Context: an optimization exercise on an open-source flow, tuned for small area, a short achievable clock period and few clock cycles per item. The choices shown serve that exercise and are no tape-out recipe.
The RTL was checked by simulation tests, not by an equivalence proof against the original design.

==> flow/design.v (outline; a module is shown in full before it is edited, if it fits) <==
// module Final: 2099 lines
// module Final_fa: 4 lines
module Final(
    rst_n,
    clk,
    in_valid,
    weight_valid,
    I,
    W,
    out_valid,
    OUT
);
  // ...
==> flow/flow/run.sh <==
#!/bin/bash
# Own layout flow: the standard flow (standard.sh, unchanged synthesis and
# steps) with
#  - port buffers made from the small sky130_fd_sc_hd__buf_1 instead of the
#    default delay buffer;
#  - clock tree synthesis without dummy loads and with smaller clock buffers.
# The make output goes to standard_flow.log here; ORFS keeps each step's log
# under orfs/logs.
set -euo pipefail
export BUFFER_PORTS_ARGS="-buffer_cell sky130_fd_sc_hd__buf_1"
export CTS_ARGS="-sink_clustering_enable -repair_clock_nets -dont_use_dummy_load -buf_list {sky130_fd_sc_hd__clkbuf_4 sky130_fd_sc_hd__clkbuf_8} -root_buf sky130_fd_sc_hd__clkbuf_8"
bash standard.sh > standard_flow.log 2>&1
==> flow/standard.sh <==
#!/bin/bash
# synth_recipe.tcl (not shown) runs the flow's synth.tcl, then flattens the netlist and writes it again
# the make line also repeats each setting of config.mk as NAME=value (left out here)
make -C /OpenROAD-flow-scripts/flow DESIGN_CONFIG=/design/flow/config.mk WORK_HOME=/design/flow/orfs CLKGATE_MAP_FILE= SYNTH_SCRIPT=/design/flow/synth_recipe.tcl "${@:-finish}"
==> flow/config.mk <==
export PLATFORM = sky130hd
export DESIGN_NAME = Final
export DESIGN_NICKNAME = Final
export VERILOG_FILES = /design/flow/design.v
export SDC_FILE = /design/flow/constraint.sdc
export NUM_CORES = 4
export LEC_CHECK = 0
export CAP_MARGIN = 20
export CORE_MARGIN = 2
export CORE_UTILIZATION = 40
export SETUP_SLACK_MARGIN = 4
export SLEW_MARGIN = 20
export SYNTH_HIERARCHICAL = 1
==> flow/constraint.sdc <==
create_clock -name core_clock -period 10.0 [get_ports {clk}]
set_input_delay 2.0000 -clock core_clock [delete_from_list [all_inputs] [get_ports {clk}]]
set_output_delay 2.0000 -clock core_clock [all_outputs]
set_load 0.01 [all_outputs]
==> reports/qor.yml, run 1 <==
outcome: "finished clean"
netlist.area_leader.share: 0.555
wl_met3_mm: 3.28
drv_slew: 0
layout_commonest_cell: "nand2_1"
std_cell_rows: 77
max-cap-violations: 0
crit_end: "cs[45]"
io_pins: 274
clkbuf_count: 17
wl_met2_mm: 27.1
antenna_found_initial: 0
fin_cells: 2326
area_delta_synth_final_pct: 13.2
place_inst: 2304
seq_cells: 192
critPathArrivalTime_ns: 6.42
top_register: "weight"
synth-seq-cells: 192
cp_num_buf_inv: 2
endpoint_kind: "flop"
place_area_um2: 19900
synthTopCellsByCount: "nand2_1 (514), fa_1 (497), dfxtp_1 (190)"
use_met1: 0.323
grt_max_degree: 62
path_common_cell: "fa_1"
h-tree-depth: 4
critPathTopFamily: "adder cells"
hp-start: "weight[18]"
wl_met1_mm: 22.5
clock_skew_ns: 0.0451
worst_slack_ns: 4.05
grt_pass1_wl_mm: 81.2
globalplace.congestion: 0.970
cts_tree: "yes"
sh_seq_area: 0.190
worstSkewPairLatency_ns: 0.58
min_to: "weight[18]"
slowest_delay_ns: 0.56
cts_buffers: 17
num_vias: 11700
layout.nonclk_buf_frac: 0.0564
synth_cell_types: 40
synth_most_common_cell: "nand2_1"
Testbench counts, summed over its fixed seeds: cycles 3,200, items 3,200.
==> inputs of run 2 (changes only) <==
--- a/flow/config.mk
+++ b/flow/config.mk
@@ -8,6 +8,6 @@
 export CAP_MARGIN = 20
 export CORE_MARGIN = 2
 export CORE_UTILIZATION = 40
-export SETUP_SLACK_MARGIN = 4
+export SETUP_SLACK_MARGIN = 4.1
 export SLEW_MARGIN = 20
 export SYNTH_HIERARCHICAL = 1
==> run 2 against run 1 <==
Against the previous run: sequential share of layout area fell by 0.41 points; synthesized area did not move; critical path depth did not move; fmax fell by 1.7%; via count rose by 1.7%; count of clock-buffer cells in the layout did not move; final cell count rose by 0.30%; cell area rose by 2.2%; global-route usage rose by 0.41 points; largest cell class unchanged; synthesized cell count did not move.
==> reports/qor.yml, run 2 <==
outcome: "finished clean"
cts_hold_buf: 0
synth_area_leaders: "fa_1 (55%), dfxtp_1 (21%), nand2_1 (11%), mux2_2 (8.1%), ha_1 (0.84%)"
largest_register_ffs: 128
grt_pass1_vias: 13300
rrSetupSlack_ns: 5.77
finalHoldViolCount: 0
grt_pass1_wl_mm: 82.8  # +2.0%
utilization: 0.469
async_flop_share: 0.0104
reg2reg_from: "weight[1]"
max-cap-violations: 0  # unchanged
core_um2: 44200
clock_sinks: 192
crit_end: "OUT[11]"
num_vias: 11900  # +1.7%
rsz0062_at_grt: "yes"
critPathLaunchType: "flop"
min_period_ns: 6.06
crit_start: "cs[41]"
globalplace.congestion: 0.923  # -4.9%
fin_cells: 2333  # +0.30%
place_area_um2: 20100  # +1.3%
place_inst: 2304  # unchanged
ant_nets: 0
start_util: 0.406
antenna_found_initial: 0  # unchanged
layout_commonest_cell: "nand2_1"
synth-main-ff-cell: "dfxtp_1"
finalSetupTns_ns: 0
layout_common_cells: "nand2_1 (511), fa_1 (390), buf_1 (267), dfxtp_1 (187), fa_2 (107)"
viasPerCell: 5.09
synth_top_area_cell: "fa_1"
endpoint_kind: "output pin"
critPathArrivalTime_ns: 4.06  # -2.36 ns
die-area_um2: 46500
die_h_um: 216
cts_buffers: 17  # unchanged
worstSkewPairLatency_ns: 0.58  # about the same
h-tree-depth: 4  # unchanged
multi_input_area_um2: 14500
synthTopCellsByCount: "nand2_1 (514), fa_1 (497), dfxtp_1 (190)"
clkTransAtPathRegs_ns: 0.11
synth-seq-cells: 192  # unchanged
crit_type: "reg2out"
netlist_area_um2: 17900
ys_seq_area_frac: 0.215
grt_max_degree: 36  # -42%
avgRoutedWirePerCell_um: 24.2
std_cell_rows: 77  # unchanged
crit_fanout: 3
period_share: 0.606
setup_viol: 0
dr.first_iter.drc_count: 784
area_delta_synth_final_pct: 15.6
layout-drive-gt1-share: 0.175
drv_slew: 0  # unchanged
n_antenna_cell: 0
fmax_mhz: 165
dp_hpwl_mm: 48.6
top_register: "weight"
final_area_um2: 20700
clockBufferDepth: 2
final_nets: 2512
seq_area_um2: 3860
worstReg2RegEnd: "cs[40]"
clock_skew_ns: 0.0411  # -0.00401 ns
synth_cell_types: 40  # unchanged
synthCells: 1448
r2r_cells: 9
fill_cells: 4108
crit_required_ns: 8.00
hold_class: "reg2reg"
drt-pass1-iter-count: 7
yosys_warnings: 7
drt-total-wl_mm: 56.4
synth_edf_count: 0
portBuffers: 273
io_pins: 274  # unchanged
grt.total_usage: 0.249
die-width_um: 216
synth_most_common_cell: "nand2_1"
reg_top3: "weight: 128 flops, cs: 62 flops"
netlist.area_leader.share: 0.555  # unchanged
cts-root-buf: "clkbuf_8"
grt_remaining_overflow: 0
cts_tree: "yes"
drc: 0
avgSynthCellArea_um2: 12.4
## run 2: layout make-up
cell class,count,area share
inverters,26,0.00471
multi-input cells,1220,0.701
well taps,592,0.0357
repair buffers,286,0.0612
flip-flops and latches,192,0.186
clock buffers,17,0.0113
## run 2: worst max-delay path: stages (launching register included)
cell and delay (ns):
dfxtp_1 0.33, fa_1 0.61, fa_1 0.46, fa_1 0.51, inv_2 0.05, ha_4 0.24, a211o_1 0.31, a211oi_2 0.21
o21bai_1 0.11, a41oi_2 0.19, mux2_4 0.33, buf_6 0.12
## run 2: worst min path at each step
stage,start,to,cells after the start
2_1_floorplan,weight[38],weight[38],1
3_3_place_gp,weight[26],weight[26],1
3_5_place_dp,weight[22],weight[22],1
4_1_cts,weight[38],weight[38],1
5_1_grt,weight[87],weight[87],1
6_report,weight[87],weight[87],1
## run 2: through the flow
stage / hold slack, ns / setup slack (ns)
6_report: 0.510 / 3.94
5_1_grt: 0.526 / 3.87
4_1_cts: 0.510 / 3.96
3_5_place_dp: 0.486 / 2.71
3_3_place_gp: 0.488 / 2.80
2_1_floorplan: 0.472 / 4.06
## run 2: timing repair
action	CTS	global route
setup endpoints to repair	39	16
pin swaps	11	13
resized for setup	33	18
gates cloned	2	5
setup buffers	2	3
## run 2: per-layer routing
layer | vias to the layer above | wire length, µm | global-route usage
met1 | 6266 | 23700 | 0.333
met3 | 75 | 2980 | 0.0389
met5 | - | 0 | 0
met2 | 439 | 28000 | 0.415
li1 | 5088 | - | -
met4 | 0 | 1710 | 0.0885
## run 2: cells by family (layout without fill, tap and decap cells)
family / count (synthesis) / after routing / synth area share
muxes: 130 / 130 / 0.0816
DFF: 192 / 192 / 0.215
other: 1 / 8 / 0.000209
buffers and inverters: 43 / 329 / 0.0104
AOI/OAI and AO/OA: 27 / 27 / 0.0119
adders and majority gates: 509 / 509 / 0.563
xor gates and xnor gates: 5 / 5 / 0.00244
and+or+nand+nor: 541 / 541 / 0.115
## run 2: Yosys stat by module (local to each module, per instance)
module / flops+latches / area, µm²
Final_fa: 0 / 20.0
Final: 192 / 8010
==> inputs of run 3 (changes only) <==
--- a/flow/config.mk
+++ b/flow/config.mk
@@ -8,6 +8,7 @@
 export CAP_MARGIN = 20
 export CORE_MARGIN = 2
 export CORE_UTILIZATION = 40
-export SETUP_SLACK_MARGIN = 4.1
+export PLACE_DENSITY = 0.75
+export SETUP_SLACK_MARGIN = 3.9
 export SLEW_MARGIN = 20
 export SYNTH_HIERARCHICAL = 1
==> run 3 against run 2 <==
Against the previous run: still clean; sequential share of layout area increased by 0.57 points; register-to-register slack got worse by 0.10 ns; global-route usage fell by 0.47 points; clock skew fell by 0.0088 ns; critical path type unchanged; largest cell class unchanged; highest routed layer is now met5.
==> reports/qor.yml, run 3 <==
netlist.area_leader.share: 0.555  # unchanged
yosys_warnings: 7  # unchanged
finalHoldViolCount: 0  # unchanged
synth-main-ff-cell: "dfxtp_1"
cts-root-buf: "clkbuf_8"
die_h_um: 216  # unchanged
netlist_area_um2: 17900  # unchanged
clock_sinks: 192  # unchanged
setup_viol: 0  # unchanged
place_inst: 2304  # unchanged
finalSetupTns_ns: 0  # unchanged
dp_hpwl_mm: 47.9  # -1.4%
cts_buffers: 17  # unchanged
async_flop_share: 0.0104  # unchanged
crit_required_ns: 8.00  # about the same
crit_type: "reg2out"
fin_cells: 2327  # -0.26%
reg2reg_from: "weight[95]"
hold_path_depth: 1  # unchanged
h-tree-depth: 4  # unchanged
clockBufferDepth: 2  # unchanged
layout_common_cells: "nand2_1 (514), fa_1 (491), buf_1 (272), dfxtp_1 (190), mux2_2 (129)"
utilization: 0.454  # -0.0145
r2r_cells: 9  # unchanged
n_antenna_cell: 0  # unchanged
avgSynthCellArea_um2: 12.4  # unchanged
die-area_um2: 46500  # unchanged
synth_edf_count: 0  # unchanged
outcome: "finished clean"
ys_seq_area_frac: 0.215  # unchanged
rsz0062_at_grt: "yes"
die-width_um: 216  # unchanged
clock_skew_ns: 0.0323  # -0.00881 ns
grt.total_usage: 0.245  # -0.00471
synth-seq-cells: 192  # unchanged
grt_pass1_vias: 13200  # -0.56%
synth_most_common_cell: "nand2_1"
critPathLaunchType: "flop"
area_delta_synth_final_pct: 12.0
num_vias: 11900  # +0.60%
ant_nets: 0  # unchanged
final_area_um2: 20100  # -3.1%
hp-start: "weight[27]"
portBuffers: 273  # unchanged
hold_class: "reg2reg"
layout_commonest_cell: "nand2_1"
synthCells: 1448  # unchanged
top_register: "weight"
drc: 0  # unchanged
grt_remaining_overflow: 0  # unchanged
std_cell_rows: 77  # unchanged
fill_cells: 4128  # +0.49%
layout-drive-gt1-share: 0.101  # -0.0732
core_um2: 44200  # unchanged
globalplace.congestion: 0.966  # +4.6%
grt_pass1_wl_mm: 81.3  # -1.8%
antenna_found_initial: 1  # +1
viasPerCell: 5.13  # +0.86%
fmax_mhz: 165  # +0.19%
place_area_um2: 19700  # -2.2%
drv_slew: 0  # unchanged
synth_area_leaders: "fa_1 (55%), dfxtp_1 (21%), nand2_1 (11%), mux2_2 (8.1%), ha_1 (0.84%)"
cts_tree: "yes"
synth_top_area_cell: "fa_1"
synth_cell_types: 40  # unchanged
rrSetupSlack_ns: 5.67  # -0.10 ns
final_nets: 2506  # -0.24%
worstSkewPairLatency_ns: 0.57  # about the same
crit_fanout: 2  # -1
reg_top3: "weight: 128 flops, cs: 62 flops"
dr.first_iter.drc_count: 1005  # +28%
min_period_ns: 6.04  # -0.0112 ns
drt-total-wl_mm: 54.8  # -2.9%
start_util: 0.406  # unchanged
endpoint_kind: "output pin"
avgRoutedWirePerCell_um: 23.5  # -2.7%
clkTransAtPathRegs_ns: 0.11  # about the same
io_pins: 274  # unchanged
drt-pass1-iter-count: 5  # -2
crit_start: "cs[41]"
grt_max_degree: 59  # +64%
synthTopCellsByCount: "nand2_1 (514), fa_1 (497), dfxtp_1 (190)"
critPathArrivalTime_ns: 4.04  # -0.02 ns
period_share: 0.604  # -0.00112
largest_register_ffs: 128  # unchanged
max-cap-violations: 0  # unchanged
[run 3: cell counts after synthesis]
No cell type changed its count.
[run 3: metrics by stage]
step / hold WS, ns / worst slack, ns
6_report: 0.534 / 3.96
5_1_grt: 0.548 / 3.82
4_1_cts: 0.533 / 3.89
3_5_place_dp: 0.511 / 2.69
3_3_place_gp: 0.501 / 2.71
2_1_floorplan: 0.491 / 3.91
[run 3: layout make-up]
cell class / instances / area (µm²) / area share
well taps: 592 / 741 / 0.0369
multi-input cells: 1220 / 14000 / 0.696
flip-flops and latches: 192 / 3850 / 0.192
repair buffers: 280 / 1170 / 0.0583
clock buffers: 17 / 234 / 0.0116
inverters: 26 / 97.6 / 0.00486
[run 3: per-layer routing]
layer	wire, µm	global-route usage
met5	13	0
met4	2280	0.101
met3	3870	0.0588
met1	22100	0.320
met2	26500	0.393
[run 3: path summary, 6_finish.rpt]
path,endpoint
hold / removal,weight[27]
min in group asynchronous,out_valid
setup reg to reg,cs[45]
hold reg to reg,weight[27]
max in group asynchronous,wz
setup / recovery,OUT[11]
[run 3: modules after synthesis (local to each module, per instance)]
module / cells inside / flops+latches
Final: 952 / 192
Final_fa: 1 / 0
[run 3: logic make-up after synthesis]
logic type,synth area share
DFF,0.215
buffers and inverters,0.0104
xor gates and xnor gates,0.00244
muxes,0.0816
AOI/OAI and AO/OA,0.0119
adders and majority gates,0.563
other,0.000209
and+or+nand+nor,0.115
[run 3: repair_timing]
item / 4_1_cts / 5_1_grt
buffers inserted: 0 / 3
gates resized for setup: 11 / 8
endpoints found under the setup margin: 33 / 20
hold buffers: 0 / 0
pin swaps: 0 / 6
cloned: 1 / 2
[run 3: worst max-delay path, stage by stage, from the launching register on]
cell	delay, ns
dfxtp_1	0.33
fa_1	0.60
fa_1	0.45
fa_1	0.49
inv_1	0.07
ha_4	0.26
a211o_1	0.34
a211oi_2	0.19
o21bai_1	0.09
a41oi_2	0.19
mux2_4	0.33
buf_1	0.13
==> inputs of run 4 (changes only) <==
--- a/flow/config.mk
+++ b/flow/config.mk
@@ -8,7 +8,6 @@
 export CAP_MARGIN = 20
 export CORE_MARGIN = 2
 export CORE_UTILIZATION = 40
-export PLACE_DENSITY = 0.75
 export SETUP_SLACK_MARGIN = 3.9
 export SLEW_MARGIN = 20
 export SYNTH_HIERARCHICAL = 1
==> run 4 against run 3 <==
Against the previous run: sequential share of layout area about the same; core utilization about the same; register-to-register slack worse by 0.06 ns; final cell count is the same; first-iteration DRC count decreased by 25%; synthesized cell count did not move; clock skew grew 0.0064 ns; setup slack gained 0.049 ns; largest cell class unchanged; global-route usage up 0.41 points; cell area is essentially flat.
==> reports/qor.yml, run 4 <==
outcome: "finished clean"
area_delta_synth_final_pct: 12.0  # about the same
synth_edf_count: 0  # unchanged
yosys_warnings: 7  # unchanged
hp-start: "weight[57]"
layout_commonest_cell: "nand2_1"
crit_start: "cs[37]"
num_vias: 11700  # -2.0%
rrSetupSlack_ns: 5.61  # -0.06 ns
synthCells: 1448  # unchanged
crit_required_ns: 8.00  # about the same
pre_cts_slack_ns: 2.67  # -0.0192 ns
cts-root-buf: "clkbuf_8"
multi_input_area_um2: 14000  # about the same
finalHoldViolCount: 0  # unchanged
avgSynthCellArea_um2: 12.4  # unchanged
drc: 0  # unchanged
fill_cells: 4132  # +0.097%
hold_class: "reg2reg"
critPathLaunchType: "flop"
die_h_um: 216  # unchanged
synth-seq-cells: 192  # unchanged
drt-pass1-iter-count: 5  # unchanged
grt_pass1_vias: 13300  # +0.82%
io_pins: 274  # unchanged
synthTopCellsByCount: "nand2_1 (514), fa_1 (497), dfxtp_1 (190)"
max-cap-violations: 0  # unchanged
grt_max_degree: 36  # -39%
hold_path_depth: 1  # unchanged
globalplace.congestion: 0.910  # -5.8%
reg_top3: "weight: 128 flops, cs: 62 flops"
final_nets: 2506  # unchanged
clkTransAtPathRegs_ns: 0.12  # about the same
synth-main-ff-cell: "dfxtp_1"
dr.first_iter.drc_count: 750  # -25%
h-tree-depth: 4  # unchanged
utilization: 0.454  # about the same
ys_seq_area_frac: 0.215  # unchanged
crit_fanout: 6  # +4
cts_tree: "yes"
final_area_um2: 20100  # about the same
ant_nets: 0  # unchanged
die-area_um2: 46500  # unchanged
synth_most_common_cell: "nand2_1"
reg2reg_from: "weight[112]"
layout-drive-gt1-share: 0.104  # +0.00231
seq_area_um2: 3860  # about the same
core_um2: 44200  # unchanged
min_to: "weight[57]"
die-width_um: 216  # unchanged
n_antenna_cell: 0  # unchanged
worstReg2RegEnd: "cs[47]"
r2r_cells: 9  # unchanged
antenna_found_initial: 1  # unchanged
worst_slack_ns: 4.00  # +0.0488 ns
clock_sinks: 192  # unchanged
finalSetupTns_ns: 0  # unchanged
portBuffers: 273  # unchanged
std_cell_rows: 77  # unchanged
netlist_area_um2: 17900  # unchanged
top_register: "weight"
layout_common_cells: "nand2_1 (514), fa_1 (490), buf_1 (271), dfxtp_1 (188), mux2_2 (129)"
period_share: 0.600  # -0.00488
synth_cell_types: 40  # unchanged
start_util: 0.406  # unchanged
endpoint_kind: "output pin"
rsz0062_at_grt: "yes"
grt.total_usage: 0.249  # +0.00414
place_area_um2: 19700  # unchanged
viasPerCell: 5.03  # -2.0%
whs_ns: 0.530  # -0.00353 ns
clock_skew_ns: 0.0387  # +0.00643 ns
grt_pass1_wl_mm: 82.8  # +1.9%
synth_top_area_cell: "fa_1"
avgRoutedWirePerCell_um: 23.6  # +0.23%
netlist.area_leader.share: 0.555  # unchanged
dp_hpwl_mm: 48.4  # +1.2%
async_flop_share: 0.0104  # unchanged
critPathArrivalTime_ns: 4.00  # -0.04 ns
drv_slew: 0  # unchanged
largest_register_ffs: 128  # unchanged
crit_type: "reg2out"
fin_cells: 2327  # unchanged
cts_buffers: 17  # unchanged
min_period_ns: 6.00  # -0.0488 ns
worstSkewPairLatency_ns: 0.59  # +0.02 ns
setup_viol: 0  # unchanged
grt_remaining_overflow: 0  # unchanged
drt-total-wl_mm: 54.9  # +0.23%
place_inst: 2304  # unchanged
fmax_mhz: 167  # +0.81%
synth_area_leaders: "fa_1 (55%), dfxtp_1 (21%), nand2_1 (11%), mux2_2 (8.1%), ha_1 (0.84%)"
clockBufferDepth: 2  # unchanged
run 4: cell counts after synthesis:
Identical to the previous run, type by type.
run 4: worst max-delay path by stage:
stage                         end  slack [ns]  cells after the start
after floorplan            cs[45]        3.91                     11
after global placement     cs[35]        2.71                     11
after detailed placement   cs[35]        2.67                     11
after CTS                 OUT[11]        3.91                     11
after global routing       OUT[9]        3.88                     11
final                     OUT[11]        4.00                     11
run 4: area by class of cell:
type,count,area share
well taps,592,0.0369
inverters,26,0.00486
clock buffers,17,0.0116
repair buffers,280,0.0581
flip-flops and latches,192,0.192
multi-input cells,1220,0.697
run 4: Yosys stat by module, one instance, submodules excluded:
module / cells / flops+latches / area, µm²
Final: 952 / 192 / 8010
Final_fa: 1 / 0 / 20.0
run 4: critical path, stage by stage (launching register included):
cell      delay [ns]
dfxtp_2         0.35
fa_1            0.57
fa_1            0.43
fa_1            0.54
inv_2           0.06
ha_4            0.23
a211o_1         0.30
a211oi_2        0.20
o21bai_1        0.09
a41oi_2         0.18
mux2_4          0.33
clkbuf_2        0.13
run 4: logic make-up after synthesis:
| logic type | Yosys count | synth area share |
|---|---|---|
| buffers and inverters | 43 | 0.0104 |
| and+or+nand+nor | 541 | 0.115 |
| AOI/OAI and AO/OA | 27 | 0.0119 |
| xor gates and xnor gates | 5 | 0.00244 |
| muxes | 130 | 0.0816 |
| adders and majority gates | 509 | 0.563 |
| DFF | 192 | 0.215 |
| other | 1 | 0.000209 |
run 4: what timing repair did:
action                                  in CTS  in global routing
cloned                                       3                  0
endpoints found under the setup margin      34                 13
hold buffers                                 0                  0
pin swaps                                    0                  4
resized for setup                           12                 12
buffers inserted                             0                  3
endpoints found under the hold margin        0                  0
run 4: layer usage:
metal / vias to the layer above / global-route usage / wire length [µm]
met5: - / 0 / 15
met4: 2 / 0.0554 / 836
li1: 5072 / - / -
met3: 38 / 0.0467 / 2930
met2: 389 / 0.426 / 28000
met1: 6200 / 0.330 / 23100
==> inputs of run 5 (changes only) <==
--- a/flow/config.mk
+++ b/flow/config.mk
@@ -7,7 +7,7 @@
 export LEC_CHECK = 0
 export CAP_MARGIN = 20
 export CORE_MARGIN = 2
-export CORE_UTILIZATION = 40
+export CORE_UTILIZATION = 50
 export SETUP_SLACK_MARGIN = 3.9
 export SLEW_MARGIN = 20
 export SYNTH_HIERARCHICAL = 1
==> run 5 against run 4 <==
Against the previous run: final cell count decreased by 5.6%; flip-flop and latch count unchanged; critical endpoint is now cs[40]; clock skew decreased by 0.0024 ns; synthesized cell count unchanged; fmax decreased by 0.25%; die area decreased by 20%; largest cell class unchanged.
==> reports/qor.yml, run 5 <==
outcome: "finished clean"
cts_buffers: 17  # unchanged
grt_pass1_vias: 12800  # -4.1%
fmax_mhz: 166  # -0.25%
finalHoldViolCount: 0  # unchanged
synth_edf_count: 0  # unchanged
max-cap-violations: 0  # unchanged
avgRoutedWirePerCell_um: 23.5  # -0.32%
std_cell_rows: 69  # -10%
grt_max_degree: 35  # -2.8%
dr.first_iter.drc_count: 804  # +7.2%
critPathLaunchType: "input pin"
slowest_delay_ns: 0.55  # -0.02 ns
crit_type: "in2reg"
num_vias: 11700  # -0.15%
async_flop_share: 0.0104  # unchanged
synthCells: 1448  # unchanged
layout_commonest_cell: "nand2_1"
netlist.area_leader.share: 0.555  # unchanged
worst_slack_ns: 3.99  # -0.0150 ns
hold_class: "reg2reg"
drv_slew: 0  # unchanged
utilization: 0.561  # +0.107
worstPathCellList: "clkbuf_16 -> clkbuf_16 -> mux2_2 -> nand2_1 -> fa_1 -> fa_1 -> fa_1 -> fa_1 -> fa_1 -> fa_1 -> fa_1"
grt_remaining_overflow: 0  # unchanged
ant_nets: 0  # unchanged
die-width_um: 193  # -10%
core_um2: 35500  # -20%
synth_most_common_cell: "nand2_1"
worstSkewPairLatency_ns: 0.52  # -0.07 ns
avgSynthCellArea_um2: 12.4  # unchanged
start_util: 0.505  # +0.0999
die-area_um2: 37400  # -20%
synth-seq-cells: 192  # unchanged
portBuffers: 273  # unchanged
critPathArrivalTime_ns: 6.48  # +2.48 ns
die_h_um: 193  # -10%
grt.total_usage: 0.283  # +0.0343
reg_top3: "weight: 128 flops, cs: 62 flops"
synthTopCellsByCount: "nand2_1 (514), fa_1 (497), dfxtp_1 (190)"
ys_seq_area_frac: 0.215  # unchanged
min_period_ns: 6.01  # +0.0150 ns
synth_cell_types: 40  # unchanged
cts-root-buf: "clkbuf_8"
synth-main-ff-cell: "dfxtp_1"
postCtsSetupBuffers: 0  # unchanged
n_antenna_cell: 0  # unchanged
top_register: "weight"
netlist_area_um2: 17900  # unchanged
synth_area_leaders: "fa_1 (55%), dfxtp_1 (21%), nand2_1 (11%), mux2_2 (8.1%), ha_1 (0.84%)"
h-tree-depth: 4  # unchanged
clock_sinks: 192  # unchanged
drt-total-wl_mm: 51.7  # -5.9%
area_delta_synth_final_pct: 11.0
viasPerCell: 5.32  # +5.8%
place_area_um2: 19500  # -0.83%
largest_register_ffs: 128  # unchanged
synth_top_area_cell: "fa_1"
clockBufferDepth: 2  # unchanged
finalSetupTns_ns: 0  # unchanged
final_area_um2: 19900  # -0.89%
yosys_warnings: 7  # unchanged
rsz0062_at_grt: "no"
layout_common_cells: "nand2_1 (514), fa_1 (492), buf_1 (272), dfxtp_1 (190), mux2_2 (129)"
clock_skew_ns: 0.0363  # -0.00242 ns
io_pins: 274  # unchanged
crit_fanout: 18  # +12
antenna_found_initial: 0  # -1
grt_pass1_wl_mm: 76.5  # -7.7%
setup_viol: 0  # unchanged
clkTransAtPathRegs_ns: 0.12  # about the same
cts_tree: "yes"
dp_hpwl_mm: 44.9  # -7.3%
drc: 0  # unchanged
whs_ns: 0.528  # -0.00191 ns
pre_cts_slack_ns: 2.70  # +0.0351 ns
crit_required_ns: 10.47  # +2.47 ns
final_nets: 2506  # unchanged
period_share: 0.601  # +0.00150
drt-pass1-iter-count: 8  # +3
cpMaxStageDelayCell: "fa_1"
layout-drive-gt1-share: 0.0980  # -0.00576
globalplace.congestion: 0.978  # +7.5%
path_common_cell: "fa_1"
endpoint_kind: "flop"
==> run 5: layout make-up <==
cell class                      instances  area (µm²)
Multi-Input combinational cell       1220       14000
Tap cell                              461         577
Inverter                               26        97.6
Fill cell                            3127       15600
Sequential cell                       192        3850
Timing Repair Buffer                  280        1190
Clock buffer                           17         234
==> run 5: routing by layer <==
metal	global-route usage	share of wire	wire length, µm	up-vias
met5	0	0	0	-
met4	0.0814	0.024	1260	0
met3	0.0500	0.061	3130	55
met2	0.473	0.50	26000	479
met1	0.384	0.41	21300	6082
li1	-	-	-	5067
==> run 5: Yosys stat by module (local to each module, per instance) <==
module / times used / flip-flops and latches
Final: 1 / 192
Final_fa: 496 / 0
==> run 5: path summary, 6_finish.rpt <==
kind | from | slack, ns | depth (start not counted) | end
worst max-delay path | weight_valid | 3.99 | 11 | cs[40]
worst min-delay path | weight[52] | 0.53 | 1 | weight[52]
worst max register to register | weight[71] | 5.71 | 9 | cs[45]
worst min register to register | weight[52] | 0.53 | 1 | weight[52]
max in group asynchronous | rst_n | 8.52 | 1 | wz
min in group asynchronous | rst_n | 1.28 | 1 | out_valid
==> run 5: cell families (layout without fill, tap and decap cells) <==
| logic type | after synthesis | after routing | synth area share |
|---|---|---|---|
| multiplexers | 130 | 130 | 0.0816 |
| XOR/XNOR | 5 | 5 | 0.00244 |
| other | 1 | 8 | 0.000209 |
| AO/OA/AOI/OAI | 27 | 27 | 0.0119 |
| flip-flops | 192 | 192 | 0.215 |
| AND/OR/NAND/NOR | 541 | 541 | 0.115 |
| adder cells (fa/ha/maj) | 509 | 509 | 0.563 |
| buffers and inverters | 43 | 323 | 0.0104 |
==> run 5: timing repair <==
action | CTS | global route
pin swaps | 0 | 0
hold buffers | 0 | 0
endpoints found under the hold margin | 0 | 0
cloned | 2 | 4
setup endpoints to repair | 32 | 13
gates resized for setup | 5 | 5
==> run 5: per-stage QoR <==
| step | instances |
|---|---|
| 2_1_floorplan | 1455 |
| 3_3_place_gp | 2173 |
| 3_5_place_dp | 2173 |
| 4_1_cts | 2192 |
| 5_1_grt | 2196 |
| 6_report | 2196 |
==> run 5: critical path: cells and delay by family <==
kind          cells  cell delay, ns
simple gates      1            0.10
fa+ha+maj         7            3.51
mux               1            0.39
buf+inv           2            0.43

==> afterwards: timing with drivers on the ports <==
How much do the figures lean on ideal ports? The routed layouts below were timed once more, with nothing changed but the port constraints.
Step 1, drivers: a clkbuf_16 drives clk and a buf_2 each remaining input, both assumed.
Step 2 adds t to the input delays and takes it off the output delays; t is the mean of the earliest and latest rising clock arrival at the registers after step 1. Input paths then give back, and output paths get back, about the clock's delay inside the block.
Three values: no drivers, after step 1, after step 2; two values: the first two.
| run | shift t [ns] | setup WS [ns] | worst setup path at the end |
|---|---|---|---|
| run 1 | 0.615 | 4.047 / 3.945 / 3.330 | input to register |
| run 2 | 0.609 | 3.944 / 3.893 / 3.357 | input to register |
| run 3 | 0.604 | 3.955 / 3.853 / 3.249 | input to register |
| run 4 | 0.615 | 4.004 / 3.846 / 3.231 | input to register |
| run 5 | 0.551 | 3.989 / 3.808 / 3.257 | input to register |
After both steps every run listed still meets setup and hold. The setup slack of run 4, which loses most, moves by -0.158 ns with the drivers and by -0.773 ns with both steps.
